Context: an optimization exercise on an open-source flow, tuned for small area, a short achievable clock period and few clock cycles per item. The choices shown serve that exercise and are no tape-out recipe.
RTL that was checked went through simulation tests only; none was proved equivalent to the original.
Only the layout flow was run in runs 3 and 4; the RTL was not checked for function there.

--- design/flow/standard.sh ---
#!/bin/bash
# synth_recipe.tcl (not shown) runs the flow's synth.tcl, then flattens the netlist and writes it again
# the make line also repeats each setting of config.mk as NAME=value (left out here)
make -C /OpenROAD-flow-scripts/flow DESIGN_CONFIG=/design/flow/config.mk WORK_HOME=/design/flow/orfs CLKGATE_MAP_FILE= SYNTH_SCRIPT=/design/flow/synth_recipe.tcl "${@:-finish}"
--- design/flow/design.v ---
`timescale 1ns/1ns
module shapipe(
    input wire [0:511] message,
    input wire clk,
    input wire reset,
    output wire ready,
    output wire [255:0] hashvalue);
    localparam [31:0] H0 = 32'h6a09e667, H1 = 32'hbb67ae85,
                      H2 = 32'h3c6ef372, H3 = 32'ha54ff53a,
                      H4 = 32'h510e527f, H5 = 32'h9b05688c,
                      H6 = 32'h1f83d9ab, H7 = 32'h5be0cd19;
    function [31:0] ror(input [31:0] x, input integer n);
        ror = (x >> n) | (x << (32 - n));
    endfunction
    function [31:0] bs0(input [31:0] x);    
        bs0 = ror(x, 2) ^ ror(x, 13) ^ ror(x, 22);
    endfunction
    function [31:0] bs1(input [31:0] x);    
        bs1 = ror(x, 6) ^ ror(x, 11) ^ ror(x, 25);
    endfunction
    function [31:0] ss0(input [31:0] x);    
        ss0 = ror(x, 7) ^ ror(x, 18) ^ (x >> 3);
    endfunction
    function [31:0] ss1(input [31:0] x);    
        ss1 = ror(x, 17) ^ ror(x, 19) ^ (x >> 10);
    endfunction
    function [31:0] ch(input [31:0] x, input [31:0] y, input [31:0] z);
        ch = (x & y) ^ (~x & z);
    endfunction
    function [31:0] maj(input [31:0] x, input [31:0] y, input [31:0] z);
        maj = (x & y) | (x & z) | (y & z);
    endfunction
    function [31:0] kc(input [5:0] i);
        case (i)
        6'd00: kc = 32'h428a2f98; 6'd01: kc = 32'h71374491; 6'd02: kc = 32'hb5c0fbcf; 6'd03: kc = 32'he9b5dba5;
        6'd04: kc = 32'h3956c25b; 6'd05: kc = 32'h59f111f1; 6'd06: kc = 32'h923f82a4; 6'd07: kc = 32'hab1c5ed5;
        6'd08: kc = 32'hd807aa98; 6'd09: kc = 32'h12835b01; 6'd10: kc = 32'h243185be; 6'd11: kc = 32'h550c7dc3;
        6'd12: kc = 32'h72be5d74; 6'd13: kc = 32'h80deb1fe; 6'd14: kc = 32'h9bdc06a7; 6'd15: kc = 32'hc19bf174;
        6'd16: kc = 32'he49b69c1; 6'd17: kc = 32'hefbe4786; 6'd18: kc = 32'h0fc19dc6; 6'd19: kc = 32'h240ca1cc;
        6'd20: kc = 32'h2de92c6f; 6'd21: kc = 32'h4a7484aa; 6'd22: kc = 32'h5cb0a9dc; 6'd23: kc = 32'h76f988da;
        6'd24: kc = 32'h983e5152; 6'd25: kc = 32'ha831c66d; 6'd26: kc = 32'hb00327c8; 6'd27: kc = 32'hbf597fc7;
        6'd28: kc = 32'hc6e00bf3; 6'd29: kc = 32'hd5a79147; 6'd30: kc = 32'h06ca6351; 6'd31: kc = 32'h14292967;
        6'd32: kc = 32'h27b70a85; 6'd33: kc = 32'h2e1b2138; 6'd34: kc = 32'h4d2c6dfc; 6'd35: kc = 32'h53380d13;
        6'd36: kc = 32'h650a7354; 6'd37: kc = 32'h766a0abb; 6'd38: kc = 32'h81c2c92e; 6'd39: kc = 32'h92722c85;
        6'd40: kc = 32'ha2bfe8a1; 6'd41: kc = 32'ha81a664b; 6'd42: kc = 32'hc24b8b70; 6'd43: kc = 32'hc76c51a3;
        6'd44: kc = 32'hd192e819; 6'd45: kc = 32'hd6990624; 6'd46: kc = 32'hf40e3585; 6'd47: kc = 32'h106aa070;
        6'd48: kc = 32'h19a4c116; 6'd49: kc = 32'h1e376c08; 6'd50: kc = 32'h2748774c; 6'd51: kc = 32'h34b0bcb5;
        6'd52: kc = 32'h391c0cb3; 6'd53: kc = 32'h4ed8aa4a; 6'd54: kc = 32'h5b9cca4f; 6'd55: kc = 32'h682e6ff3;
        6'd56: kc = 32'h748f82ee; 6'd57: kc = 32'h78a5636f; 6'd58: kc = 32'h84c87814; 6'd59: kc = 32'h8cc70208;
        6'd60: kc = 32'h90befffa; 6'd61: kc = 32'ha4506ceb; 6'd62: kc = 32'hbef9a3f7; default: kc = 32'hc67178f2;
        endcase
    endfunction
    function [31:0] kn(input [5:0] t);
        case (t)
        6'd62: kn = 32'hc67178f2 + H0;
        6'd63: kn = H7;
        default: kn = kc(t + 6'd1);
        endcase
    endfunction
    localparam [31:0] T1C = H7 + bs1(H4) + ch(H4, H5, H6) + 32'h428a2f98;
    localparam [31:0] CA  = T1C + bs0(H0) + maj(H0, H1, H2);
    localparam [31:0] CE  = T1C + H3;
    localparam [31:0] CK1 = H6 + 32'h71374491;
    reg  [6:0]  t;                  
    reg  [31:0] a, b, c, d, e, f, g, hk;
    reg  [31:0] w [0:15];
    wire        run  = ~t[6];
    wire        last = (t[5:0] == 6'd63);
    wire [31:0] s1e = bs1(e);
    wire [31:0] che = ch(e, f, g);
    wire [31:0] s0a = bs0(a);
    wire [31:0] mja = maj(a, b, c);
    wire [31:0] x1 = hk ^ s1e ^ che;
    wire [31:0] y1 = {maj(hk, s1e, che), 1'b0} ;
    wire [31:0] x2 = x1 ^ y1 ^ s0a;
    wire [31:0] y2 = {maj(x1, y1, s0a), 1'b0};
    wire [31:0] x3 = x2 ^ y2 ^ mja;
    wire [31:0] y3 = {maj(x2, y2, mja), 1'b0};
    wire [31:0] xe = x1 ^ y1 ^ d;
    wire [31:0] ye = {maj(x1, y1, d), 1'b0};
    wire [31:0] anew = x3 + y3;
    wire [31:0] enew = xe + ye;
    wire [31:0] wt   = last ? 32'd0 : w[2];
    wire [31:0] hkn  = g + kn(t[5:0]) + wt;
    wire [31:0] wnew = ss1(w[14]) + ~w[9] + ss0(~w[1]) + w[0];
    wire [31:0] dadd = (t[5:0] == 6'd62) ? H4 - H0 : (last ? H3 : 32'd0);
    integer i;
    always @(posedge clk) begin
        if (reset) begin
            t  <= 7'd1;
            a  <= CA + message[0:31];
            b  <= H0;
            c  <= H1;
            d  <= H2;
            e  <= CE + message[0:31];
            f  <= H4;
            g  <= H5;
            hk <= CK1 + message[32:63];
        end else if (run) begin
            t  <= t + 7'd1;
            a  <= anew;
            e  <= enew;
            hk <= hkn;
            d  <= c + dadd;
            if (last) begin
                b <= a + H1;
                c <= b + H2;
                f <= e + H5;
                g <= f + H6;
            end else begin
                b <= a;
                c <= b;
                f <= e;
                g <= f;
            end
        end
    end
    always @(posedge clk) begin
        if (reset) begin
            for (i = 0; i < 16; i = i + 1)
                w[i] <= (i % 2) ? ~message[32*i +: 32] : message[32*i +: 32];
        end else begin
            for (i = 0; i < 15; i = i + 1)
                w[i] <= ~w[i+1];
            w[15] <= ~wnew;
        end
    end
    assign ready = t[6];
    assign hashvalue = {a, b, c, d, e, f, g, hk};
endmodule
--- design/flow/flow/run.sh ---
#!/bin/bash
set -euo pipefail
export BUFFER_PORTS_ARGS="-buffer_cell sky130_fd_sc_hd__buf_1"
export SETUP_SLACK_MARGIN=6
bash standard.sh > make_finish.log 2>&1
--- design/flow/constraint.sdc ---
create_clock -name core_clock -period 11.0 [get_ports {clk}]
set_input_delay 2.2000 -clock core_clock [delete_from_list [all_inputs] [get_ports {clk}]]
set_output_delay 2.2000 -clock core_clock [all_outputs]
set_load 0.01 [all_outputs]
--- design/flow/config.mk ---
export PLATFORM = sky130hd
export DESIGN_NAME = shapipe
export DESIGN_NICKNAME = shapipe
export VERILOG_FILES = /design/flow/design.v
export SDC_FILE = /design/flow/constraint.sdc
export NUM_CORES = 4
export LEC_CHECK = 0
export ABC_CLOCK_PERIOD_IN_PS = 4000
export CAP_MARGIN = 20
export CORE_MARGIN = 2
export CORE_UTILIZATION = 55
export CTS_CLUSTER_DIAMETER = 100
export CTS_CLUSTER_SIZE = 25
export PLACE_DENSITY = 0.65
export SLEW_MARGIN = 20
export TNS_END_PERCENT = 100
==> metrics.csv, run 1 <==
metric,value,unit
Compound-Gate Fraction of Synth Area,16.5,%
hold slack final,0.384,ns
IO Count,771,
sum of negative setup slack,0,ns
TritonCTS clock tree,done,
Initial Util,55.3,%
endpoints failing setup,0,
MaxCap Viol Count,0,
first-pass GRT wire length,288000,um
GP Congestion,1.06,
GR Util All Layers,44.2,%
reg2reg start,e[18],
WHS Endpoint,w[2][0],
synthesized area,47900,um2
Final Max Slew Viols,0,
Total Routed Length,207000,um
initial antenna violation count,31,
ys async rst share,0,%
CP Capture Type,register,
min-delay src,w[3][0],
Synth Area in Adders,14.2,%
Cell Rows,108,
RSZ-0062 raised after global routing,yes,
synthesis warning total,2,
register-to-register setup slack,5.87,ns
Clock Latency Late Sink,0.68,ns
root buf cell,clkbuf_16,
area delta synth->final,16.9,%
Die Footprint,89400,um2
sequential area share after synthesis,34.4,%
TritonCTS Buffers,42,
share of layout cells above drive strength 1,9.66,%
worst hold stages,1,
NumNets Final,6984,
vias in the first global route,41100,
Hold WC Path Type,reg2reg,
CP Data Arrival Time,5.51,ns
GR Overflow Total,0,
H-tree depth,2,
Die X,299,um
drt drc,0,
Critical R2R Capture,a[20],
clock buffer depth,3,
DR pass1 iterations,7,
Crit Path Category,reg2reg,
Post-CTS Hold Buffers,0,
"EDFF count, synth",96,
Slew HR,27.3,%
Max Freq,0.195,GHz
Final Skew,0.0453,ns
largest family of logic cells by synthesized area,compound AO/OA/AOI/OAI gates,
"Max FO, Critical Path",4,
Post-Synth Simple-Gate Area,11.9,%
synthesized instance count,5402,
Worst setup SP type,register,
"commonest cells after routing, fill and taps aside","buf_1, dfxtp_1, nand2_1, o21ai_0, xnor2_1",
endpoints failing hold,0,
Synth Area per Inst,8.86,um2
via count,44500,
min cycle time layout,5.13,ns
DR vias/cell,6.11,
Synthesized Nets,6302,
initial drt markers,5787,
"commonest non-fill, non-tap cell in the layout",buf_1,
status,finished clean,
routed length per instance,28.5,um
Slew @ Worst Pin,1.09,ns
ys flop type,dfxtp_1,
TritonCTS Sinks,775,
layout filler cell count,7577,
Core Box Area,86500,um2
clock transition at the registers of the reported paths,0.10,ns
XOR/XNOR Fraction of Synth Area,10.3,%
mux cell area share after synthesis,6.92,%
Port-buffer cells,770,
Final HPWL DP,157000,um
CP required,11.38,ns
Cell variety after synth,90,
post-route ant nets,0,
Die Ht,299,um
Synth Register Bits,775,
largest net degree at the start of global routing,212,
R2R depth,18,
fin crit share,46.7,%
## worst max-delay path by stage
stage	startpoint	endpoint	slack, ns
final	e[18]	a[20]	5.87
after global routing	t[0]	hk[27]	5.75
after CTS	t[0]	hk[30]	5.87
after detailed placement	t[0]	hk[31]	4.27
after global placement	t[0]	hk[31]	4.27
after floorplan	t[1]	hk[30]	5.98
## critical path: stages (launching register included)
cell      delay [ns]
edfxtp_1        0.56
buf_4           0.22
xnor2_1         0.17
xnor2_1         0.12
fa_1            0.54
inv_2           0.07
fa_1            0.47
inv_1           0.05
fa_1            0.48
ha_4            0.32
nand3_1         0.11
or3_1           0.38
a21o_2          0.27
and2_1          0.19
a31oi_2         0.24
a41oi_2         0.21
a22oi_1         0.23
xnor2_1         0.14
o21ai_0         0.08
## metal layers
metal | vias up | GRT usage, % | wire length, um
met5 | - | 0 | 83
met4 | 14 | 25.7 | 15500
met1 | 21100 | 55.8 | 75700
met2 | 2959 | 68.3 | 91200
li1 | 19800 | - | -
met3 | 698 | 12.0 | 24900
## through the flow
step	cell area [um2]	std cells	worst slack, ns	utilization (%)
finish	55900	7283	5.87	64.7
CTS	54800	7223	5.87	63.3
floorplan	48000	5402	5.98	-
detailed placement	51400	7028	4.27	59.4
global route	55900	7274	5.75	64.7
global placement	51400	7028	4.27	59.4
## final cells by class
class                   count  area (um2)  share of cell area [%]
multi-input cells        3912       30100                    53.9
flip-flops and latches    775       16500                    29.5
repair buffers            981        5030                    8.99
well taps                1155        1450                    2.58
inverters                 372        1430                    2.55
clock buffers              49        1100                    1.96
clock inverters            17         263                   0.470
diodes                     22        55.1                  0.0984
## sequential cells by signal, indices dropped and copies added, names as in the netlist, 32 cells and up
signal / cells
a: 32
b: 32
c: 32
d: 32
e: 32
f: 32
g: 32
hk: 32
w: 512
## cells by family (layout without fill, tap and decap cells)
family,after synthesis,count (layout)
AOI/OAI and AO/OA,1309,1309
and+or+nand+nor,1301,1301
DFF,775,775
buffers and inverters,715,1419
xor gates and xnor gates,563,563
adders and majority gates,419,419
muxes,320,320
other,0,22
## cells in the mapped netlist (all sizes together), types with 37 or more instances
master	count	area share, %
mux2i	278	5.8
a31oi	47	0.61
mux2	37	0.87
clkbuf	264	2.1
nor3	60	0.63
edfxtp	96	6.0
a21o	58	0.91
ha	169	4.4
dfxtp	679	28
nor2	326	2.6
xor2	188	3.4
o21ai	494	5.2
a21oi	340	3.6
nand3	78	0.82
xnor2	375	6.9
o211ai	59	0.93
inv	372	2.9
a211oi	64	1.0
buf	79	0.75
nand2	611	4.8
fa	217	9.1
## timing repair
action,4_1_cts,5_1_grt
setup endpoints to repair,80,101
pin swaps,57,68
buffers inserted,123,32
gates resized for setup,202,181
gates cloned,6,6
Testbench counts, summed over its fixed seeds: cycles 20,800, items 320.
==> inputs of run 2 (changes only) <==
--- a/design/flow/config.mk
+++ b/design/flow/config.mk
@@ -11,4 +11,3 @@
 export CORE_UTILIZATION = 55
-export CTS_CLUSTER_DIAMETER = 100
-export CTS_CLUSTER_SIZE = 25
+export CTS_BUF_LIST = sky130_fd_sc_hd__clkbuf_8 sky130_fd_sc_hd__clkbuf_4
 export PLACE_DENSITY = 0.65
==> run 2 against run 1 <==
Count of clock-buffer cells in the layout rose by 147. Critical path depth fell by 1. Via count rose by 2.6%. Clock skew rose by 0.00062 ns. Non-clock buffer count rose by 26. Synthesized cell count did not move. Worst setup slack got worse by 0.042 ns.
==> metrics.csv, run 2 <==
metric,value,unit
Final Skew,0.0459,ns
Die Ht,299,um
Core Box Area,86500,um2
endpoints failing setup,0,
Post-DP Area,51400,um2
"EDFF count, synth",96,
Slew HR,27.0,%
final worst slack,5.82,ns
Synth Area per Inst,8.86,um2
first-pass GRT wire length,294000,um
endpoints failing hold,0,
NumNets Final,7106,
list of most frequent post-synthesis cells,"dfxtp_1, nand2_1, o21ai_0, xnor2_1, inv_1",
Crit Path Category,reg2reg,
Worst setup SP type,register,
DR top layer,met5,
Initial Util,55.3,%
drt drc,0,
"Max FO, Critical Path",4,
worst hold stages,1,
TritonCTS Buffers,138,
GP Congestion,1.06,
"commonest cells after routing, fill and taps aside","buf_1, dfxtp_1, nand2_1, o21ai_0, xnor2_1",
Slew @ Worst Pin,1.10,ns
Total Routed Length,211000,um
min cycle time layout,5.18,ns
largest net degree at the start of global routing,212,
GR Overflow Total,0,
number of flip-flops in the largest register,512,
min-delay src,w[5][22],
largest area contributor in the netlist,dfxtp_1,
CP required,11.61,ns
final instance area,58100,um2
H-tree depth,4,
sequential area share after synthesis,34.4,%
Reg with most FFs,w,
area delta synth->final,21.5,%
CP Data Arrival Time,5.78,ns
fin crit share,47.0,%
post-route ant nets,0,
synthesis warning total,2,
GR Util All Layers,45.3,%
WHS Endpoint,w[4][22],
reg2reg start,e[18],
vias in the first global route,42500,
via count,45700,
Final HPWL DP,157000,um
TritonCTS clock tree,done,
Port-buffer cells,770,
sum of negative setup slack,0,ns
area share of the largest cell type after synthesis,28.4,%
MaxCap Viol Count,0,
Max Freq,0.193,GHz
ys flop type,dfxtp_1,
Final Max Slew Viols,0,
share of layout cells above drive strength 1,13.1,%
ranking of synthesized cells by area,"dfxtp_1, fa_1, xnor2_1",
ys async rst share,0,%
Synth Register Bits,775,
WL met3,26200,um
CP Capture Type,register,
Post-CTS Hold Buffers,0,
metal2 WL,92200,um
wl on met1,76200,um
synthesized instance count,5402,
dpl ws,4.27,ns
Hold WC Path Type,reg2reg,
root buf cell,clkbuf_8,
initial drt markers,5614,
Die X,299,um
initial antenna violation count,30,
DR vias/cell,6.11,
routed length per instance,28.3,um
"count leader, synth",dfxtp_1,
status,finished clean,
Cell variety after synth,90,
"commonest non-fill, non-tap cell in the layout",buf_1,
RSZ-0062 raised after global routing,yes,
DR pass1 iterations,7,
synthesized area,47900,um2
Synthesized Nets,6302,
Clock Latency Late Sink,0.87,ns
R2R depth,17,
Critical R2R Capture,a[31],
register-to-register setup slack,5.82,ns
TritonCTS Sinks,775,
IO Count,771,
clock transition at the registers of the reported paths,0.06,ns
Cell Rows,108,
Die Footprint,89400,um2
clock buffer depth,3,
==> run 2: how the worst max path moves through the flow <==
stage / start / to / slack, ns / cells after the start
final: e[18] / a[31] / 5.82 / 17
after global placement: t[0] / hk[31] / 4.27 / 24
after floorplan: t[1] / hk[30] / 5.98 / 24
after detailed placement: t[0] / hk[31] / 4.27 / 24
after global routing: t[3] / hk[29] / 5.74 / 20
after CTS: e[11] / a[30] / 5.92 / 18
==> run 2: layer usage <==
metal,vias to the layer above,global-route usage [%]
met3,816,14.2
met4,18,28.7
met2,3198,68.9
met1,21600,55.7
li1,20100,-
met5,-,0
==> run 2: metrics by stage <==
step | std cells | util, % | hold WS (ns)
floorplan | 5402 | - | 0.387
global placement | 7028 | 59.4 | 0.389
detailed placement | 7028 | 59.4 | 0.392
CTS | 7401 | 65.6 | 0.396
global route | 7470 | 67.2 | 0.404
finish | 7477 | 67.2 | 0.387
==> run 2: area by class of cell <==
type                       count  area (um2)
multi-input combinational   3912       30300
clock inverter                41         477
sequential                   775       16500
tap                         1155        1450
fill                        7339       28400
inverter                     372        1440
timing repair buffer        1007        5370
antenna                       19        47.5
clock buffer                 196        2500
==> run 2: logic make-up (layout without fill, tap and decap cells) <==
logic type | count (synthesis) | count (layout) | share of synthesized area [%]
xor gates and xnor gates | 563 | 563 | 10.3
other | 0 | 19 | 0
buffers and inverters | 715 | 1616 | 5.74
adders and majority gates | 419 | 419 | 14.2
and+or+nand+nor | 1301 | 1301 | 11.9
AOI/OAI and AO/OA | 1309 | 1309 | 16.5
DFF | 775 | 775 | 34.4
muxes | 320 | 320 | 6.92
==> run 2: worst max-delay path, cell delays in order (launching register included) <==
cell	delay [ns]
edfxtp_1	0.53
buf_6	0.19
mux2_4	0.31
fa_1	0.50
inv_2	0.07
fa_1	0.50
inv_2	0.05
fa_2	0.56
ha_4	0.22
a211o_1	0.26
o21bai_1	0.17
a311o_1	0.32
or3_1	0.38
o21ai_2	0.18
o21ai_1	0.08
a31oi_1	0.22
xnor2_1	0.15
mux2_4	0.27
==> run 2: timing repair <==
action	CTS	global route
gates cloned	11	5
hold endpoints to repair	0	0
resized for setup	228	214
endpoints found under the setup margin	71	121
pin swaps	59	90
setup buffers	125	52
==> inputs of run 3 (changes only) <==
--- a/design/flow/design.v
+++ b/design/flow/design.v
@@ -66,10 +66,14 @@
     reg  [31:0] w [0:15];
-    wire        run  = ~t[6];
+    wire        done = t[6];
     wire        last = (t[5:0] == 6'd63);
-    wire [31:0] s1e = bs1(e);
-    wire [31:0] che = ch(e, f, g);
-    wire [31:0] s0a = bs0(a);
-    wire [31:0] mja = maj(a, b, c);
-    wire [31:0] x1 = hk ^ s1e ^ che;
-    wire [31:0] y1 = {maj(hk, s1e, che), 1'b0} ;
+    wire [31:0] em  = done ? 32'd0 : e;
+    wire [31:0] am  = done ? 32'd0 : a;
+    wire [31:0] hkm = done ? 32'd0 : hk;
+    wire [31:0] s1e = bs1(em);
+    wire [31:0] che = ch(e, done ? 32'd0 : f, done ? 32'd0 : g);
+    wire [31:0] s0a = bs0(am);
+    wire [31:0] mja = done ? a : maj(a, b, c);
+    wire [31:0] dd  = done ? e : d;
+    wire [31:0] x1 = hkm ^ s1e ^ che;
+    wire [31:0] y1 = {maj(hkm, s1e, che), 1'b0} ;
     wire [31:0] x2 = x1 ^ y1 ^ s0a;
@@ -78,10 +82,13 @@
     wire [31:0] y3 = {maj(x2, y2, mja), 1'b0};
-    wire [31:0] xe = x1 ^ y1 ^ d;
-    wire [31:0] ye = {maj(x1, y1, d), 1'b0};
+    wire [31:0] xe = x1 ^ y1 ^ dd;
+    wire [31:0] ye = {maj(x1, y1, dd), 1'b0};
     wire [31:0] anew = x3 + y3;
     wire [31:0] enew = xe + ye;
-    wire [31:0] wt   = last ? 32'd0 : w[2];
-    wire [31:0] hkn  = g + kn(t[5:0]) + wt;
+    wire [31:0] wt   = (last | done) ? 32'd0 : w[2];
+    wire [31:0] gk   = done ? hk : g;
+    wire [31:0] kk   = done ? 32'd0 : kn(t[5:0]);
+    wire [31:0] hkn  = gk + kk + wt;
     wire [31:0] wnew = ss1(w[14]) + ~w[9] + ss0(~w[1]) + w[0];
     wire [31:0] dadd = (t[5:0] == 6'd62) ? H4 - H0 : (last ? H3 : 32'd0);
+    wire [31:0] dnew = (done ? d : c) + (done ? 32'd0 : dadd);
     integer i;
@@ -89,13 +96,7 @@
         if (reset) begin
-            t  <= 7'd1;
             a  <= CA + message[0:31];
-            b  <= H0;
-            c  <= H1;
+            e  <= CE + message[0:31];
+            hk <= CK1 + message[32:63];
             d  <= H2;
-            e  <= CE + message[0:31];
-            f  <= H4;
-            g  <= H5;
-            hk <= CK1 + message[32:63];
-        end else if (run) begin
-            t  <= t + 7'd1;
+        end else begin
             a  <= anew;
@@ -103,3 +104,14 @@
             hk <= hkn;
-            d  <= c + dadd;
+            d  <= dnew;
+        end
+    end
+    always @(posedge clk) begin
+        if (reset) begin
+            t  <= 7'd1;
+            b  <= H0;
+            c  <= H1;
+            f  <= H4;
+            g  <= H5;
+        end else if (!done) begin
+            t  <= t + 7'd1;
             if (last) begin
@@ -127,3 +139,3 @@
     end
-    assign ready = t[6];
+    assign ready = done;
     assign hashvalue = {a, b, c, d, e, f, g, hk};
==> run 3 against run 2 <==
Fmax down 0.58%. Sequential share of layout area fell by 1.7 points. Count of clock-buffer cells in the layout increased by 2. Synthesized area rose by 2.1%. Highest routed layer unchanged. Critical endpoint is now a[31]. Critical path depth up 2.
==> metrics.csv, run 3 <==
metric,value,unit
status,finished clean,
GP Congestion,1.03,
Critical R2R Capture,a[31],
clock transition at the registers of the reported paths,0.07,ns
IO Count,771,
"EDFF count, synth",0,
TritonCTS Sinks,775,
Worst setup SP type,register,
Reg with most FFs,w,
endpoints failing hold,0,
area share of the largest cell type after synthesis,31.8,%
via count,48000,
WHS Endpoint,w[14][18],
CP required,11.74,ns
Slew HR,19.7,%
routed length per instance,28.3,um
"Max FO, Critical Path",7,
list of most frequent post-synthesis cells,"dfxtp_1, nand2_1, o21ai_0, nor2_1, xnor2_1",
ys async rst share,0,%
"commonest cells after routing, fill and taps aside","buf_1, dfxtp_1, nand2_1, o21ai_0, nor2_1",
"commonest non-fill, non-tap cell in the layout",buf_1,
"count leader, synth",dfxtp_1,
Synth Area per Inst,8.48,um2
Die X,302,um
Max Freq,0.192,GHz
fin crit share,47.3,%
DR vias/cell,6.18,
worst hold stages,1,
TritonCTS Buffers,133,
initial drt markers,6566,
ys flop type,dfxtp_1,
CP Data Arrival Time,5.95,ns
Die Ht,302,um
layout filler cell count,7561,
Synthesized Nets,6668,
MaxCap Viol Count,0,
area delta synth->final,19.7,%
NumNets Final,7372,
Synth Register Bits,775,
Initial Util,55.4,%
synthesized area,48800,um2
Cell Rows,109,
Final Max Slew Viols,0,
Die Footprint,91200,um2
sequential area share after synthesis,31.8,%
min-delay src,w[15][18],
Final Skew,0.0532,ns
register-to-register setup slack,5.79,ns
Total Routed Length,220000,um
R2R depth,19,
H-tree depth,4,
GR Util All Layers,46.3,%
drt drc,0,
initial antenna violation count,46,
endpoints failing setup,0,
GR Overflow Total,0,
root buf cell,clkbuf_8,
Clock Latency Late Sink,0.86,ns
largest area contributor in the netlist,dfxtp_1,
vias in the first global route,44500,
final instance area,58500,um2
TritonCTS clock tree,done,
Core Box Area,88200,um2
first-pass GRT wire length,305000,um
Hold WC Path Type,reg2reg,
Final HPWL DP,164000,um
sum of negative setup slack,0,ns
synthesis warning total,2,
reg2reg start,e[1],
Cell variety after synth,93,
RSZ-0062 raised after global routing,yes,
post-route ant nets,0,
share of layout cells above drive strength 1,11.8,%
CP Capture Type,register,
Post-DP Area,52300,um2
synthesized instance count,5763,
Slew @ Worst Pin,1.19,ns
largest net degree at the start of global routing,201,
number of flip-flops in the largest register,512,
Crit Path Category,reg2reg,
DR pass1 iterations,9,
ranking of synthesized cells by area,"dfxtp_1, fa_1, mux2i_1",
clock buffer depth,3,
min cycle time layout,5.21,ns
Port-buffer cells,770,
==> run 3: changes by cell type after synthesis, moves of 16 or more <==
| cell | change |
|---|---|
| a21o_1 | +20 |
| a21oi_1 | +16 |
| and2_1 | -21 |
| buf_1 | +27 |
| dfxtp_1 | +96 |
| edfxtp_1 | -96 |
| inv_1 | -18 |
| maj3_1 | -32 |
| mux2i_1 | +66 |
| nand2_1 | +82 |
| nor2_1 | +85 |
| nor2b_1 | +51 |
| o21ai_0 | +41 |
==> run 3: final cells by class <==
class,count,area [um2],share of cell area (%)
flip-flops and latches,775,15600,26.7
multi-input cells,4253,32100,54.8
inverters,357,1420,2.43
diodes,33,82.6,0.141
clock buffers,198,2460,4.21
repair inverters,1,11.3,0.0193
clock inverters,30,437,0.747
repair buffers,946,4920,8.41
well taps,1165,1460,2.49
==> run 3: layer usage <==
metal  up-vias  share of wire (%)  track usage, %  routed length, um
met5         -               0.18               0                400
met4        38                7.1            28.3              15600
met3       825                 13            16.7              29100
met2      3391                 43            69.0              94300
met1     22600                 37            57.1              80500
li1      21100                  -               -                  -
==> run 3: timing repair <==
item | CTS | global route
resized for setup | 252 | 216
hold buffers | 0 | 0
buffers inserted | 69 | 44
cloned | 10 | 7
pin swaps | 60 | 92
endpoints found under the setup margin | 102 | 55
==> run 3: cell families after synthesis <==
| logic type | Yosys count | share of synthesized area [%] |
|---|---|---|
| xor gates and xnor gates | 565 | 10.1 |
| AOI/OAI and AO/OA | 1408 | 17.6 |
| adders and majority gates | 392 | 13.4 |
| DFF | 775 | 31.8 |
| and+or+nand+nor | 1497 | 13.3 |
| buffers and inverters | 735 | 5.73 |
| muxes | 391 | 8.14 |
==> run 3: how the worst max path moves through the flow <==
| stage | from | end | cells past startpoint |
|---|---|---|---|
| after global placement | t[1] | hk[31] | 22 |
| after CTS | e[26] | a[31] | 21 |
| after floorplan | t[6] | a[31] | 24 |
| after global routing | e[26] | a[31] | 21 |
| after detailed placement | t[1] | hk[31] | 22 |
| final | e[1] | a[31] | 19 |
==> run 3: metrics by stage <==
stage / utilization [%] / setup WS [ns] / instances / hold WS [ns]
2_1_floorplan: - / 5.82 / 5763 / 0.387
3_3_place_gp: 59.3 / 3.99 / 7367 / 0.389
3_5_place_dp: 59.3 / 3.98 / 7367 / 0.392
4_1_cts: 64.6 / 5.73 / 7674 / 0.396
5_1_grt: 66.2 / 5.68 / 7743 / 0.403
6_report: 66.3 / 5.79 / 7758 / 0.396
==> run 3: worst max-delay path: stages, from the launching register on <==
cell	delay [ns]
dfxtp_2	0.63
mux2i_1	0.24
nor2_1	0.07
fa_1	0.53
inv_1	0.06
fa_1	0.51
fa_1	0.42
inv_1	0.08
ha_2	0.19
inv_2	0.04
fa_2	0.38
nand2b_4	0.16
a21oi_4	0.21
o2111ai_4	0.18
a2111oi_4	0.37
o2111ai_2	0.22
a31oi_4	0.23
o211ai_1	0.17
a21o_1	0.21
a31o_2	0.22
==> inputs of run 4 (changes only) <==
--- a/design/flow/design.v
+++ b/design/flow/design.v
@@ -68,18 +68,19 @@
     wire        last = (t[5:0] == 6'd63);
-    wire [31:0] em  = done ? 32'd0 : e;
-    wire [31:0] am  = done ? 32'd0 : a;
-    wire [31:0] hkm = done ? 32'd0 : hk;
-    wire [31:0] s1e = bs1(em);
-    wire [31:0] che = ch(e, done ? 32'd0 : f, done ? 32'd0 : g);
-    wire [31:0] s0a = bs0(am);
+    wire [31:0] s1e = bs1(e);
+    wire [31:0] che = ch(e, f, g);
+    wire [31:0] s0a = bs0(a);
     wire [31:0] mja = done ? a : maj(a, b, c);
     wire [31:0] dd  = done ? e : d;
-    wire [31:0] x1 = hkm ^ s1e ^ che;
-    wire [31:0] y1 = {maj(hkm, s1e, che), 1'b0} ;
+    wire [31:0] x1 = hk ^ s1e ^ che;
+    wire [31:0] y1 = {maj(hk, s1e, che), 1'b0} ;
     wire [31:0] x2 = x1 ^ y1 ^ s0a;
     wire [31:0] y2 = {maj(x1, y1, s0a), 1'b0};
-    wire [31:0] x3 = x2 ^ y2 ^ mja;
-    wire [31:0] y3 = {maj(x2, y2, mja), 1'b0};
-    wire [31:0] xe = x1 ^ y1 ^ dd;
-    wire [31:0] ye = {maj(x1, y1, dd), 1'b0};
+    wire [31:0] x2m = done ? 32'd0 : x2;
+    wire [31:0] y2m = done ? 32'd0 : y2;
+    wire [31:0] x3 = x2m ^ y2m ^ mja;
+    wire [31:0] y3 = {maj(x2m, y2m, mja), 1'b0};
+    wire [31:0] x1m = done ? 32'd0 : x1;
+    wire [31:0] y1m = done ? 32'd0 : y1;
+    wire [31:0] xe = x1m ^ y1m ^ dd;
+    wire [31:0] ye = {maj(x1m, y1m, dd), 1'b0};
     wire [31:0] anew = x3 + y3;
==> run 4 against run 3 <==
First-iteration DRC count is 7.5% lower. Critical path depth increased by 1. Core utilization increased by 0.38 points. Critical endpoint is now hk[26]. Final cell count is 0.14% lower. Count of clock-buffer cells in the layout rose by 6. Hold slack got worse by 0.021 ns. Worst setup slack better by 0.0071 ns. Routed wire length is 0.43% lower.
==> metrics.csv, run 4 <==
metric,value,unit
status,finished clean,
largest area contributor in the netlist,dfxtp_1,
endpoints failing setup,0,
crit-path leading delay family,compound AO/OA/AOI/OAI gates,
MaxCap Viol Count,0,
Reg with most FFs,w,
synthesized instance count,5693,
Post-DP Area,52200,um2
sum of negative setup slack,0,ns
Port-buffer cells,770,
Final Max Slew Viols,0,
IO Count,771,
ys async rst share,0,%
Clock Latency Late Sink,0.88,ns
first-pass GRT wire length,305000,um
area share of the largest cell type after synthesis,31.9,%
endpoints failing hold,0,
ranking of synthesized cells by area,"dfxtp_1, fa_1, mux2i_1",
GR Overflow Total,0,
ys flop type,dfxtp_1,
final instance area,58700,um2
TritonCTS Sinks,775,
Slew HR,24.8,%
sequential area share after synthesis,31.9,%
CP max stage cell,mux4_2,
via count,47300,
vias in the first global route,44200,
"count leader, synth",dfxtp_1,
TritonCTS Buffers,132,
H-tree depth,4,
Crit Path Category,reg2reg,
post-route ant nets,0,
max incr delay on CP,0.64,ns
synthesis warning total,2,
WP buf/inv,3,
Cell Rows,109,
CP required,11.72,ns
Cell variety after synth,102,
area delta synth->final,20.6,%
"commonest cells after routing, fill and taps aside","buf_1, dfxtp_1, nand2_1, o21ai_0, nor2_1",
"EDFF count, synth",0,
Final Skew,0.0650,ns
GR Util All Layers,46.3,%
Synth Register Bits,775,
CP Capture Type,register,
synthesized area,48700,um2
largest net degree at the start of global routing,230,
clock buffer depth,3,
DR vias/cell,6.10,
share of layout cells above drive strength 1,13.3,%
routed length per instance,28.3,um
initial drt markers,6073,
number of flip-flops in the largest register,512,
Synth Area per Inst,8.55,um2
Die X,302,um
fin crit share,47.3,%
Die Ht,302,um
Slew @ Worst Pin,1.12,ns
CP Data Arrival Time,5.92,ns
GP Congestion,1.02,
"Max FO, Critical Path",13,
Worst setup SP type,register,
NumNets Final,7358,
"commonest non-fill, non-tap cell in the layout",buf_1,
Initial Util,55.3,%
drt drc,0,
initial antenna violation count,36,
Synthesized Nets,6598,
RSZ-0062 raised after global routing,yes,
worst-path cell chain,inv_1 > buf_4 > nor2_4 > and3_4 > xor2_4 > mux4_2 > nand2_2 > nand2_2 > fa_1 > inv_2 > ha_4 > a21o_1 > a21o_1 > a221o_1 > a211o_1 > o21ai_2 > nand3_1 > a21oi_2 > xor2_1 > mux2i_1,
Core Box Area,88100,um2
Total Routed Length,219000,um
Post-CTS Hold Buffers,0,
TritonCTS clock tree,done,
Max Freq,0.192,GHz
Die Footprint,90900,um2
Final HPWL DP,164000,um
hold slack final,0.374,ns
list of most frequent post-synthesis cells,"dfxtp_1, nand2_1, o21ai_0, nor2_1, a21oi_1",
min cycle time layout,5.20,ns
clock transition at the registers of the reported paths,0.07,ns
root buf cell,clkbuf_8,
DR pass1 iterations,8,
Hold WC Path Type,reg2reg,
## run 4: repair_timing
item | in CTS | in global routing
gates cloned | 15 | 2
resized for setup | 275 | 197
setup endpoints to repair | 76 | 47
buffers inserted | 79 | 69
pin swaps | 75 | 122
## run 4: final timing paths
path / start / endpoint / slack [ns] / cells after the start
min reg2reg: w[12][1] / w[11][1] / 0.37 / 1
max: t[2] / hk[26] / 5.80 / 20
min: w[12][1] / w[11][1] / 0.37 / 1
max reg2reg: t[2] / hk[26] / 5.80 / 20
## run 4: layer usage
| metal | part of all wire, % | up-vias | GRT usage, % |
|---|---|---|---|
| met1 | 37 | 22300 | 56.1 |
| met4 | 7.5 | 20 | 29.2 |
| met3 | 13 | 802 | 16.6 |
| met5 | 0.062 | - | 0 |
| li1 | - | 21000 | - |
| met2 | 43 | 3169 | 69.9 |
## run 4: cell type report
class | instances | area [um2]
clock buffers | 204 | 2520
diodes | 27 | 67.6
inverters | 321 | 1240
fillers | 7457 | 29400
well taps | 1165 | 1460
clock inverters | 32 | 403
multi-input cells | 4221 | 31900
flip-flops and latches | 775 | 15600
repair buffers | 1002 | 5520
## run 4: logic make-up after synthesis
| family | count (synthesis) | synth area share, % |
|---|---|---|
| AND/OR/NAND/NOR | 1455 | 12.9 |
| AO/OA/AOI/OAI | 1404 | 17.6 |
| flip-flops | 775 | 31.9 |
| buffers and inverters | 697 | 5.58 |
| XOR/XNOR | 571 | 10.3 |
| multiplexers | 397 | 8.30 |
| adder cells (fa/ha/maj) | 394 | 13.5 |
## run 4: through the flow
stage	setup WS, ns	std cells	util [%]
floorplan	5.98	5693	-
global placement	4.25	7319	59.3
detailed placement	4.23	7319	59.3
CTS	5.97	7649	65.0
global route	5.72	7739	66.6
finish	5.80	7747	66.7
==> inputs of run 5 (changes only) <==
--- a/design/flow/design.v
+++ b/design/flow/design.v
@@ -59,2 +59,9 @@
     endfunction
+    function [31:0] knx(input [5:0] t);
+        case (t)
+        6'd61: knx = 32'hc67178f2 + H0;
+        6'd62: knx = H7;
+        default: knx = kc(t + 6'd2);
+        endcase
+    endfunction
     localparam [31:0] T1C = H7 + bs1(H4) + ch(H4, H5, H6) + 32'h428a2f98;
@@ -64,6 +71,6 @@
     reg  [6:0]  t;                  
-    reg  [31:0] a, b, c, d, e, f, g, hk;
+    reg  [31:0] a, b, c, d, e, f, g, hk, kq;
     reg  [31:0] w [0:15];
-    wire        done = t[6];
-    wire        last = (t[5:0] == 6'd63);
+    wire        run  = ~t[6];
+    reg         last, pen;          
     wire [31:0] s1e = bs1(e);
@@ -71,4 +78,3 @@
     wire [31:0] s0a = bs0(a);
-    wire [31:0] mja = done ? a : maj(a, b, c);
-    wire [31:0] dd  = done ? e : d;
+    wire [31:0] mja = maj(a, b, c);
     wire [31:0] x1 = hk ^ s1e ^ che;
@@ -77,19 +83,25 @@
     wire [31:0] y2 = {maj(x1, y1, s0a), 1'b0};
-    wire [31:0] x2m = done ? 32'd0 : x2;
-    wire [31:0] y2m = done ? 32'd0 : y2;
-    wire [31:0] x3 = x2m ^ y2m ^ mja;
-    wire [31:0] y3 = {maj(x2m, y2m, mja), 1'b0};
-    wire [31:0] x1m = done ? 32'd0 : x1;
-    wire [31:0] y1m = done ? 32'd0 : y1;
-    wire [31:0] xe = x1m ^ y1m ^ dd;
-    wire [31:0] ye = {maj(x1m, y1m, dd), 1'b0};
+    wire [31:0] x3 = x2 ^ y2 ^ mja;
+    wire [31:0] y3 = {maj(x2, y2, mja), 1'b0};
+    wire [31:0] xe = x1 ^ y1 ^ d;
+    wire [31:0] ye = {maj(x1, y1, d), 1'b0};
     wire [31:0] anew = x3 + y3;
     wire [31:0] enew = xe + ye;
-    wire [31:0] wt   = (last | done) ? 32'd0 : w[2];
-    wire [31:0] gk   = done ? hk : g;
-    wire [31:0] kk   = done ? 32'd0 : kn(t[5:0]);
-    wire [31:0] hkn  = gk + kk + wt;
-    wire [31:0] wnew = ss1(w[14]) + ~w[9] + ss0(~w[1]) + w[0];
-    wire [31:0] dadd = (t[5:0] == 6'd62) ? H4 - H0 : (last ? H3 : 32'd0);
-    wire [31:0] dnew = (done ? d : c) + (done ? 32'd0 : dadd);
+    wire [31:0] wt   = last ? 32'd0 : w[2];
+    wire [31:0] xh   = g ^ kq ^ wt;
+    wire [31:0] yh   = {maj(g, kq, wt), 1'b0};
+    wire [31:0] hkn  = xh + yh;
+    wire [31:0] s0w  = ss0(~w[1]);
+    wire [31:0] xw   = ~w[9] ^ s0w ^ w[0];
+    wire [31:0] yw   = {maj(~w[9], s0w, w[0]), 1'b0};
+    wire [31:0] s1w  = ss1(w[14]);
+    wire [31:0] xw2  = xw ^ yw ^ s1w;
+    wire [31:0] yw2  = {maj(xw, yw, s1w), 1'b0};
+    wire [31:0] wnew = xw2 + yw2;
+    wire [31:0] dadd = pen ? H4 - H0 : (last ? H3 : 32'd0);
+    always @(posedge clk) begin
+        pen  <= ~reset & (t == 7'd61);
+        last <= ~reset & (t == 7'd62);
+        kq   <= reset ? kc(6'd2) : knx(t[5:0]);
+    end
     integer i;
@@ -97,7 +109,13 @@
         if (reset) begin
+            t  <= 7'd1;
             a  <= CA + message[0:31];
+            b  <= H0;
+            c  <= H1;
+            d  <= H2;
             e  <= CE + message[0:31];
+            f  <= H4;
+            g  <= H5;
             hk <= CK1 + message[32:63];
-            d  <= H2;
-        end else begin
+        end else if (run) begin
+            t  <= t + 7'd1;
             a  <= anew;
@@ -105,14 +123,3 @@
             hk <= hkn;
-            d  <= dnew;
-        end
-    end
-    always @(posedge clk) begin
-        if (reset) begin
-            t  <= 7'd1;
-            b  <= H0;
-            c  <= H1;
-            f  <= H4;
-            g  <= H5;
-        end else if (!done) begin
-            t  <= t + 7'd1;
+            d  <= c + dadd;
             if (last) begin
@@ -140,3 +147,3 @@
     end
-    assign ready = done;
+    assign ready = t[6];
     assign hashvalue = {a, b, c, d, e, f, g, hk};
--- a/design/flow/config.mk
+++ b/design/flow/config.mk
@@ -11,3 +11,2 @@
 export CORE_UTILIZATION = 55
-export CTS_BUF_LIST = sky130_fd_sc_hd__clkbuf_8 sky130_fd_sc_hd__clkbuf_4
 export PLACE_DENSITY = 0.65
==> run 5 against run 4 <==
Synthesized cell count shrank 5.0%. Routed wire length shrank 6.8%. Critical path type unchanged. Final cell count shrank 5.9%. Highest routed layer unchanged. Hold slack gained 0.013 ns. Global-route usage shrank 2.7 points. Clock skew shrank 0.024 ns.
==> metrics.csv, run 5 <==
metric,value,unit
status,finished clean,
list of most frequent post-synthesis cells,"dfxtp_1, nand2_1, o21ai_0, inv_1, xnor2_1",
DR pass1 iterations,6,
GP Congestion,1.02,
DR vias/cell,5.97,
post-route ant nets,0,
CP Data Arrival Time,5.49,ns
Crit Path Category,reg2reg,
ys flop type,dfxtp_1,
Final HPWL DP,161000,um
IO Count,771,
endpoints failing hold,0,
largest net degree at the start of global routing,225,
endpoints failing setup,0,
H-tree depth,3,
root buf cell,clkbuf_16,
clock transition at the registers of the reported paths,0.06,ns
Cell Rows,109,
drt drc,0,
Reg with most FFs,w,
RSZ-0062 raised after global routing,yes,
Synth Register Bits,809,
initial drt markers,5021,
ranking of synthesized cells by area,"dfxtp_1, fa_1, xnor2_1",
"count leader, synth",dfxtp_1,
synthesis warning total,2,
MaxCap Viol Count,0,
Total Routed Length,204000,um
fin crit share,45.4,%
ys async rst share,0,%
Max Freq,0.200,GHz
TritonCTS Sinks,809,
Cell variety after synth,97,
area share of the largest cell type after synthesis,29.3,%
synthesized instance count,5406,
Die Ht,301,um
initial antenna violation count,22,
TritonCTS Buffers,87,
NumNets Final,6958,
sum of negative setup slack,0,ns
Port-buffer cells,770,
CP Capture Type,register,
routed length per instance,28.0,um
Core Box Area,88000,um2
Initial Util,55.3,%
Die Footprint,90900,um2
Clock Latency Late Sink,0.70,ns
via count,43600,
Synthesized Nets,6311,
GR Util All Layers,43.7,%
TritonCTS clock tree,done,
clock buffer depth,3,
share of layout cells above drive strength 1,6.75,%
CP required,11.50,ns
first-pass GRT wire length,286000,um
"commonest non-fill, non-tap cell in the layout",buf_1,
R2R depth,18,
Post-CTS Hold Buffers,0,
"EDFF count, synth",96,
worst hold stages,1,
Die X,301,um
Slew HR,25.8,%
Hold WC Path Type,reg2reg,
synthesized area,48700,um2
area delta synth->final,14.8,%
"commonest cells after routing, fill and taps aside","buf_1, dfxtp_1, nand2_1, o21ai_0, inv_1",
"Max FO, Critical Path",6,
Worst setup SP type,register,
vias in the first global route,41200,
Synth Area per Inst,9.00,um2
Slew @ Worst Pin,1.11,ns
min cycle time layout,5.00,ns
GR Overflow Total,0,
largest area contributor in the netlist,dfxtp_1,
number of flip-flops in the largest register,512,
Final Skew,0.0415,ns
sequential area share after synthesis,35.3,%
Final Max Slew Viols,0,
==> run 5: worst paths after layout <==
check / startpoint / end / slack (ns)
worst max register to register: e[25] / a[29] / 6.00
worst min-delay path: w[3][14] / w[2][14] / 0.39
worst min register to register: w[3][14] / w[2][14] / 0.39
worst max-delay path: e[25] / a[29] / 6.00
==> run 5: per-layer routing <==
metal / global-route usage (%) / vias up / routed length (um) / part of all wire, %
li1: - / 19600 / - / -
met1: 53.5 / 20900 / 75900 / 37
met2: 68.0 / 2425 / 91400 / 45
met3: 11.8 / 593 / 21600 / 11
met4: 27.8 / 22 / 15100 / 7.4
met5: 0 / - / 149 / 0.073
==> run 5: final cells by class <==
| type | count | area (um2) |
|---|---|---|
| Multi-Input combinational cell | 3852 | 29000 |
| Inverter | 430 | 1620 |
| Timing Repair Buffer | 873 | 3700 |
| Clock inverter | 37 | 418 |
| Tap cell | 1165 | 1460 |
| Antenna cell | 8 | 20.0 |
| Sequential cell | 809 | 17200 |
| Fill cell | 7719 | 32100 |
| Clock buffer | 119 | 2500 |
==> run 5: repair_timing <==
item | 4_1_cts | 5_1_grt
buffers inserted | 35 | 21
setup endpoints to repair | 24 | 41
pin swaps | 2 | 16
resized for setup | 14 | 48
cloned | 0 | 0
==> run 5: worst max-delay path: stages (launching register included) <==
cell and delay, ns:
edfxtp_1 0.45, buf_4 0.21, xnor2_1 0.22, xnor2_1 0.12, fa_1 0.51, inv_2 0.07, fa_1 0.50, inv_1 0.05
fa_1 0.43, ha_1 0.40, nand2_1 0.09, nand2_1 0.05, a21o_1 0.20, a211oi_4 0.28, o311ai_4 0.23, o211a_4 0.32
o31a_1 0.29, o21a_1 0.17, o31ai_1 0.19
==> run 5: metrics by stage <==
stage	hold WS [ns]	cells	area, um2	worst slack, ns	utilization [%]
after global routing	0.409	7290	55900	5.93	63.5
after detailed placement	0.392	7073	52200	5.53	59.4
after floorplan	0.387	5406	48700	6.19	-
after CTS	0.400	7264	55500	5.95	63.1
after global placement	0.390	7073	52200	5.56	59.4
final	0.387	7293	55900	6.00	63.5
==> run 5: kinds of logic after synthesis <==
family                     share of synthesized area (%)
AOI/OAI and AO/OA                                   16.0
xor gates and xnor gates                            10.1
adders and majority gates                           14.1
buffers and inverters                               5.83
DFF                                                 35.3
muxes                                               7.12
and+or+nand+nor                                     11.6
Testbench counts of run 5, summed over its fixed seeds: cycles 20,800, items 320.
==> inputs of run 6 (changes only) <==
==> design/flow/flow/run.sh (replaced) <==
#!/bin/bash
set -euo pipefail
export BUFFER_PORTS_ARGS="-buffer_cell sky130_fd_sc_hd__buf_1"
export SETUP_SLACK_MARGIN=7
bash standard.sh > make_finish.log 2>&1
==> run 6 against run 5 <==
Still clean on timing, DRC and antenna. Critical path depth down 1. Core utilization up 3.0 points. Routed wire length up 4.7%. Synthesized area unchanged. Global-route usage up 1.4 points. Count of clock-buffer cells in the layout down 3. Synthesized cell count unchanged. Register-to-register slack better by 0.09 ns. Hold slack better by 0.0075 ns. Largest cell class unchanged.
==> metrics.csv, run 6 <==
metric,value,unit
area share of the largest cell type after synthesis,29.3,%
Slew @ Worst Pin,1.19,ns
largest family of logic cells by synthesized area,compound AO/OA/AOI/OAI gates,
Compound-Gate Fraction of Synth Area,16.0,%
layout filler cell count,7434,
Crit Path Category,reg2reg,
Die X,301,um
endpoints failing setup,0,
Port-buffer cells,770,
CP Data Arrival Time,5.34,ns
Post-Synth Simple-Gate Area,11.6,%
initial antenna violation count,25,
TritonCTS clock tree,done,
min cycle time layout,4.90,ns
clock buffer depth,3,
synthesis warning total,2,
Cell Rows,109,
fin crit share,44.6,%
list of most frequent post-synthesis cells,"dfxtp_1, nand2_1, o21ai_0, inv_1, xnor2_1",
via count,45200,
clock transition at the registers of the reported paths,0.06,ns
Initial Util,55.3,%
Final HPWL DP,164000,um
GR Overflow Total,0,
dpl ws,5.83,ns
Worst setup SP type,register,
ys flop type,dfxtp_1,
Final Max Slew Viols,0,
Core Box Area,88000,um2
mux cell area share after synthesis,7.12,%
Die Ht,301,um
"commonest cells after routing, fill and taps aside","buf_1, dfxtp_1, nand2_1, o21ai_0, inv_1",
"EDFF count, synth",96,
IO Count,771,
XOR/XNOR Fraction of Synth Area,10.1,%
"commonest non-fill, non-tap cell in the layout",buf_1,
status,finished clean,
TritonCTS Buffers,89,
CP required,11.43,ns
ranking of synthesized cells by area,"dfxtp_1, fa_1, xnor2_1",
largest net degree at the start of global routing,230,
sum of negative setup slack,0,ns
"count leader, synth",dfxtp_1,
largest area contributor in the netlist,dfxtp_1,
initial drt markers,6068,
synthesized instance count,5406,
CP Capture Type,register,
MaxCap Viol Count,0,
Slew HR,20.5,%
number of flip-flops in the largest register,512,
hold slack final,0.394,ns
DR pass1 iterations,6,
Hold WC Path Type,reg2reg,
Max Freq,0.204,GHz
GR Util All Layers,45.1,%
RSZ-0062 raised after global routing,yes,
Synth Area per Inst,9.00,um2
endpoints failing hold,0,
Synth Area in Adders,14.1,%
TritonCTS Sinks,809,
H-tree depth,3,
Clock Latency Late Sink,0.71,ns
share of layout cells above drive strength 1,12.1,%
first-pass GRT wire length,295000,um
GP Congestion,1.06,
post-route ant nets,0,
Cell variety after synth,97,
NumNets Final,7051,
Reg with most FFs,w,
post-route core utilization,66.5,%
DR vias/cell,6.10,
area delta synth->final,20.3,%
Final Skew,0.0545,ns
Synth Register Bits,809,
vias in the first global route,42000,
Synthesized Nets,6311,
sequential area share after synthesis,35.3,%
ys async rst share,0,%
drt drc,0,
Total Routed Length,214000,um
routed length per instance,28.9,um
final worst slack,6.10,ns
root buf cell,clkbuf_16,
synthesized area,48700,um2
"Max FO, Critical Path",6,
Die Footprint,90900,um2
-- run 6: area by class of cell --
cell class | instances | area [um2] | area share (%)
diodes | 19 | 47.5 | 0.0813
clock buffers | 116 | 2530 | 4.32
clock inverters | 49 | 626 | 1.07
inverters | 430 | 1630 | 2.79
multi-input cells | 3852 | 30400 | 51.9
flip-flops and latches | 809 | 17200 | 29.4
well taps | 1165 | 1460 | 2.49
repair buffers | 964 | 4610 | 7.88
-- run 6: path summary, 6_finish.rpt --
path	slack, ns	cells after the start	endpoint	start
worst max-delay path	6.10	17	a[27]	e[24]
worst min register to register	0.39	1	w[14][3]	w[15][3]
worst min-delay path	0.39	1	w[14][3]	w[15][3]
worst max register to register	6.10	17	a[27]	e[24]
-- run 6: per-layer routing --
layer	routed length, um	up-vias	share of wire [%]	GRT usage, %
met3	25400	665	12	14.0
met4	16800	14	7.9	28.5
li1	-	19800	-	-
met5	138	-	0.065	0
met2	93200	2975	44	68.1
met1	78100	21700	37	56.0
-- run 6: timing repair --
item,CTS,global route
cloned,0,2
hold buffers,0,0
setup endpoints to repair,122,221
pin swaps,73,100
gates resized for setup,175,191
setup buffers,87,62
-- run 6: metrics by stage --
| stage | instance area [um2] | cells |
|---|---|---|
| final | 58500 | 7404 |
| after global routing | 58500 | 7399 |
| after CTS | 57000 | 7321 |
| after detailed placement | 52500 | 7069 |
| after global placement | 52500 | 7068 |
| after floorplan | 49100 | 5406 |
-- run 6: critical path, stage by stage, from the launching register on --
cell      delay, ns
edfxtp_1       0.53
xnor2_1        0.29
xnor2_1        0.19
fa_1           0.46
inv_1          0.18
fa_1           0.44
inv_1          0.07
fa_1           0.41
ha_1           0.46
a21o_1         0.21
a21o_1         0.18
a21oi_1        0.20
nor2b_2        0.10
a21o_1         0.19
o211a_4        0.17
o31ai_2        0.27
nor3b_2        0.20
o31ai_1        0.07
-- run 6: kinds of logic (layout without fill, tap and decap cells) --
kind of cell / after synthesis / in the layout
buffers and inverters: 745 / 1559
multiplexers: 328 / 328
AO/OA/AOI/OAI: 1258 / 1258
adder cells (fa/ha/maj): 422 / 422
XOR/XNOR: 563 / 563
other: 0 / 19
flip-flops: 809 / 809
AND/OR/NAND/NOR: 1281 / 1281
==> inputs of run 7 (changes only) <==
==> design/flow/flow/run.sh (replaced) <==
#!/bin/bash
set -euo pipefail
export BUFFER_PORTS_ARGS="-buffer_cell sky130_fd_sc_hd__buf_1"
export SETUP_SLACK_MARGIN=5.5
bash standard.sh > make_finish.log 2>&1
--- a/design/flow/config.mk
+++ b/design/flow/config.mk
@@ -11,2 +11,4 @@
 export CORE_UTILIZATION = 55
+export CTS_CLUSTER_DIAMETER = 100
+export CTS_CLUSTER_SIZE = 25
 export PLACE_DENSITY = 0.65
==> run 7 against run 6 <==
Still clean on timing, DRC and antenna. Clock skew is 0.029 ns lower. Design area down 8.3%. Critical path type unchanged. Critical endpoint is now e[18].
==> metrics.csv, run 7 <==
metric,value,unit
status,finished clean,
Die Ht,301,um
MaxCap Viol Count,0,
Synth Area per Inst,9.00,um2
IO Count,771,
Max Freq,0.187,GHz
number of flip-flops in the largest register,512,
Die X,301,um
list of most frequent post-synthesis cells,"dfxtp_1, nand2_1, o21ai_0, inv_1, xnor2_1",
worst hold stages,1,
largest net degree at the start of global routing,225,
synthesized instance count,5406,
vias in the first global route,40300,
Final Skew,0.0255,ns
area delta synth->final,10.3,%
final worst slack,5.66,ns
M2 GR Usage,67.4,%
Slew @ Worst Pin,1.12,ns
via count,42900,
DR vias/cell,5.99,
Die Footprint,90900,um2
Cell Rows,109,
GR Util All Layers,42.9,%
Hold WC Path Type,reg2reg,
"count leader, synth",dfxtp_1,
ys async rst share,0,%
TritonCTS Sinks,809,
Worst setup SP type,register,
"Max FO, Critical Path",9,
Initial Util,55.3,%
drt drc,0,
Slew HR,25.2,%
Total Routed Length,200000,um
synthesis warning total,2,
endpoints failing setup,0,
met1 Use GR,53.3,%
Synth Register Bits,809,
dpl ws,5.53,ns
max incr delay on CP,0.62,ns
sequential area share after synthesis,35.3,%
"commonest cells after routing, fill and taps aside","buf_1, dfxtp_1, nand2_1, o21ai_0, inv_1",
Clock Latency Late Sink,0.65,ns
"commonest non-fill, non-tap cell in the layout",buf_1,
clock transition at the registers of the reported paths,0.11,ns
R2R depth,15,
"EDFF count, synth",96,
Synthesized Nets,6311,
area share of the largest cell type after synthesis,29.3,%
ys flop type,dfxtp_1,
TritonCTS clock tree,done,
synthesized area,48700,um2
Cell variety after synth,97,
GRT Max-Usage Layer,met2,
post-route core utilization,61.0,%
Final HPWL DP,161000,um
fin crit share,48.5,%
met3 Track Usage GR,10.9,%
share of layout cells above drive strength 1,3.98,%
DR pass1 iterations,6,
initial antenna violation count,24,
largest area contributor in the netlist,dfxtp_1,
Port-buffer cells,770,
routed length per instance,28.0,um
endpoints failing hold,0,
min cycle time layout,5.34,ns
register-to-register setup slack,5.66,ns
TritonCTS Buffers,42,
CP Capture Type,register,
Crit Path Category,reg2reg,
Core Box Area,88000,um2
CP Data Arrival Time,5.70,ns
RSZ-0062 raised after global routing,no,
clock buffer depth,3,
GP Congestion,1.02,
first-pass GRT wire length,281000,um
sum of negative setup slack,0,ns
H-tree depth,2,
ranking of synthesized cells by area,"dfxtp_1, fa_1, xnor2_1",
Reg with most FFs,w,
post-route ant nets,0,
CP required,11.36,ns
initial drt markers,4892,
NumNets Final,6865,
worst-path cell chain,mux2_2 > fa_1 > inv_1 > fa_1 > inv_1 > ha_1 > a211oi_1 > o211a_1 > nor3_4 > nor3_1 > o21ai_0 > a21oi_1 > xnor2_1 > nor2_1 > a31oi_1,
root buf cell,clkbuf_16,
GR Overflow Total,0,
CP max stage cell,edfxtp_1,
Final Max Slew Viols,0,
[run 7: cells by family (layout without fill, tap and decap cells)]
| logic type | Yosys count | in the layout | synth area share (%) |
|---|---|---|---|
| and+or+nand+nor | 1281 | 1281 | 11.6 |
| AOI/OAI and AO/OA | 1258 | 1258 | 16.0 |
| DFF | 809 | 809 | 35.3 |
| buffers and inverters | 745 | 1317 | 5.83 |
| xor gates and xnor gates | 563 | 563 | 10.1 |
| adders and majority gates | 422 | 422 | 14.1 |
| muxes | 328 | 328 | 7.12 |
| other | 0 | 13 | 0 |
[run 7: area by class of cell]
| class | count | area (um2) |
|---|---|---|
| clock buffer | 50 | 1150 |
| sequential | 809 | 17200 |
| tap | 1165 | 1460 |
| fill | 8007 | 34300 |
| inverter | 430 | 1620 |
| multi-input combinational | 3852 | 28700 |
| clock inverter | 12 | 168 |
| timing repair buffer | 825 | 3330 |
| antenna | 13 | 32.5 |
[run 7: critical path, delay by kind of cell, from the launching register on]
kind / cells / cell delay (ns)
AO/OA/AOI/OAI: 5 / 1.88
XOR/XNOR: 1 / 0.21
adder cells (fa/ha/maj): 3 / 1.31
buffers and inverters: 2 / 0.14
flip-flops: 1 / 0.62
multiplexers: 1 / 0.41
AND/OR/NAND/NOR: 3 / 0.49
[run 7: what timing repair did]
action,in CTS,in global routing
gates resized for setup,1,2
hold buffers,0,0
setup buffers,0,8
endpoints found under the setup margin,1,7
endpoints found under the hold margin,0,0
[run 7: worst paths after layout]
| path | startpoint | end |
|---|---|---|
| max reg2reg | e[2] | e[18] |
| max | e[2] | e[18] |
| min reg2reg | w[15][19] | w[14][19] |
| min | w[15][19] | w[14][19] |
[run 7: stage by stage]
stage / instances / hold slack [ns] / instance area (um2)
2_1_floorplan: 5406 / 0.387 / 48700
3_3_place_gp: 7073 / 0.390 / 52200
3_5_place_dp: 7073 / 0.392 / 52200
4_1_cts: 7135 / 0.406 / 53600
5_1_grt: 7151 / 0.412 / 53600
6_report: 7156 / 0.402 / 53700
[run 7: routing by layer]
layer | up-vias | wire [um]
met3 | 505 | 21000
met4 | 20 | 14200
met1 | 20600 | 75000
li1 | 19400 | -
met2 | 2389 | 90100
met5 | - | 136
==> inputs of run 8 (changes only) <==
==> design/flow/flow/run.sh (replaced) <==
#!/bin/bash
set -euo pipefail
export BUFFER_PORTS_ARGS="-buffer_cell sky130_fd_sc_hd__buf_1"
export SETUP_SLACK_MARGIN=6.5
bash standard.sh > make_finish.log 2>&1
==> run 8 against run 7 <==
Register-to-register slack better by 0.43 ns. Hold slack worse by 0.0028 ns. Synthesized cell count stayed put. Flip-flop and latch count stayed put. Critical endpoint is now a[19]. Via count is 2.9% higher. Non-clock buffer count is 118 higher. Synthesized area stayed put.
==> metrics.csv, run 8 <==
metric,value,unit
Slew HR,20.2,%
reg2reg start,e[14],
GR Overflow Total,0,
max incr delay on CP,0.45,ns
root buf cell,clkbuf_16,
list of most frequent post-synthesis cells,"dfxtp_1, nand2_1, o21ai_0, inv_1, xnor2_1",
"commonest cells after routing, fill and taps aside","buf_1, dfxtp_1, nand2_1, o21ai_0, inv_1",
initial antenna violation count,22,
CP max stage cell,edfxtp_1,
IO Count,771,
DR vias/cell,6.06,
Critical R2R Capture,a[19],
area share of the largest cell type after synthesis,29.3,%
ys async rst share,0,%
Post-CTS Hold Buffers,0,
initial drt markers,5524,
WP buf/inv,6,
sequential area share after synthesis,35.3,%
ys flop type,dfxtp_1,
CP required,11.42,ns
status,finished clean,
Initial Util,55.3,%
WHS Endpoint,w[10][29],
Synth Area per Inst,9.00,um2
sum of negative setup slack,0,ns
"EDFF count, synth",96,
via count,44100,
Synthesized Nets,6311,
Cell variety after synth,97,
Synth Register Bits,809,
vias in the first global route,41000,
GP Congestion,1.04,
Slew @ Worst Pin,1.20,ns
"count leader, synth",dfxtp_1,
clock transition at the registers of the reported paths,0.11,ns
DR pass1 iterations,7,
drt drc,0,
GR Util All Layers,44.5,%
Reg with most FFs,w,
RSZ-0062 raised after global routing,yes,
min cycle time layout,4.91,ns
Die Ht,301,um
largest area contributor in the netlist,dfxtp_1,
Clock Latency Late Sink,0.67,ns
worst hold stages,1,
H-tree depth,2,
share of layout cells above drive strength 1,8.65,%
first-pass GRT wire length,290000,um
TritonCTS clock tree,done,
synthesized instance count,5406,
largest net degree at the start of global routing,218,
Port-buffer cells,770,
worst-path cell chain,buf_4 > buf_4 > xnor2_1 > xnor2_1 > fa_1 > inv_1 > fa_1 > inv_1 > fa_1 > ha_1 > or3_4 > o211ai_4 > o311ai_4 > buf_4 > buf_6 > a21o_1 > a21oi_2 > xor2_1 > o21ai_1,
endpoints failing hold,0,
CP Capture Type,register,
Core Box Area,88000,um2
synthesized area,48700,um2
Cell Rows,109,
CP Data Arrival Time,5.33,ns
MaxCap Viol Count,0,
R2R depth,19,
post-route ant nets,0,
fin crit share,44.7,%
area delta synth->final,14.7,%
Final HPWL DP,163000,um
"commonest non-fill, non-tap cell in the layout",buf_1,
"Max FO, Critical Path",4,
number of flip-flops in the largest register,512,
==> run 8: final cells by class <==
cell class                 instances  area (um2)
clock inverter                    15         233
sequential                       809       17200
clock buffer                      55        1210
antenna                           12        30.0
multi-input combinational       3852       29700
tap                             1165        1460
fill                            7731       32100
timing repair buffer             943        4380
inverter                         430        1630
==> run 8: cell families (layout without fill, tap and decap cells) <==
| group | Yosys count | after routing | share of synthesized area [%] |
|---|---|---|---|
| AOI/OAI and AO/OA | 1258 | 1258 | 16.0 |
| xor gates and xnor gates | 563 | 563 | 10.1 |
| adders and majority gates | 422 | 422 | 14.1 |
| buffers and inverters | 745 | 1443 | 5.83 |
| DFF | 809 | 809 | 35.3 |
| muxes | 328 | 328 | 7.12 |
| other | 0 | 12 | 0 |
| and+or+nand+nor | 1281 | 1281 | 11.6 |
==> run 8: stage by stage <==
stage | worst slack [ns] | instances | hold slack [ns] | cell area, um2 | utilization, %
2_1_floorplan | 6.39 | 5406 | 0.387 | 48800 | -
3_3_place_gp | 5.65 | 7073 | 0.389 | 52300 | 59.5
3_5_place_dp | 5.65 | 7073 | 0.392 | 52300 | 59.5
4_1_cts | 6.22 | 7237 | 0.405 | 54900 | 62.5
5_1_grt | 5.98 | 7280 | 0.411 | 55800 | 63.5
6_report | 6.09 | 7281 | 0.399 | 55800 | 63.5
==> run 8: worst max path at each step <==
stage | from | end | depth (start not counted)
floorplan | e[6] | a[29] | 16
global placement | e[26] | e[27] | 17
detailed placement | e[26] | e[27] | 17
CTS | e[1] | a[27] | 19
global route | e[11] | a[19] | 19
finish | e[14] | a[19] | 19
==> run 8: repair_timing <==
action / 4_1_cts / 5_1_grt
endpoints found under the setup margin: 125 / 255
setup buffers: 94 / 31
pin swaps: 57 / 66
resized for setup: 106 / 137
hold endpoints to repair: 0 / 0
gates cloned: 0 / 0
==> run 8: layer usage <==
layer  global-route usage [%]  part of all wire [%]  routed length, um  up-vias
met3                     11.7                    11              23700      656
met5                        0                 0.040                 83        -
li1                         -                     -                  -    19600
met2                     68.2                    44              92400     2840
met1                     55.6                    37              77200    21000
met4                     28.4                   7.9              16600       12

==> what the ideal ports hide <==
In the flow no input, the clock included, has a driving cell. The finished layouts below were timed again as built, in two steps. Step 1 assumes that a clkbuf_16 drives the clock port and a buf_2 every other input. Step 2 also shifts input and output timing later by t, the mid clock arrival at the registers, as if the neighbouring blocks saw the same clock. Three values: ideal, step 1, step 2; two values: the first two.
| run | t, ns | slack for setup (ns) | slew at the worst register clock pin (ns) | worst slew at a driven data input, ns |
|---|---|---|---|---|
| run 1 | 0.726 | 5.867 / 5.867 / 5.405 | 0.12 / 0.12 | 0.15 |
| run 2 | 0.920 | 5.825 / 5.825 / 5.364 | 0.07 / 0.07 | 0.15 |
| run 3 | 0.909 | 5.795 / 5.795 / 5.399 | 0.07 / 0.07 | 0.16 |
| run 4 | 0.923 | 5.802 / 5.802 / 5.443 | 0.07 / 0.07 | 0.21 |
| run 5 | 0.751 | 6.001 / 6.001 / 5.481 | 0.08 / 0.08 | 0.18 |
| run 6 | 0.760 | 6.095 / 6.095 / 5.821 | 0.07 / 0.07 | 0.16 |
| run 7 | 0.716 | 5.660 / 5.660 / 5.469 | 0.11 / 0.11 | 0.19 |
| run 8 | 0.725 | 6.086 / 6.086 / 5.710 | 0.11 / 0.11 | 0.15 |
After both steps setup and hold are still met in every run listed. The setup slack of run 5, which loses most, moves by 0.000 ns with the drivers and by -0.520 ns with both steps.
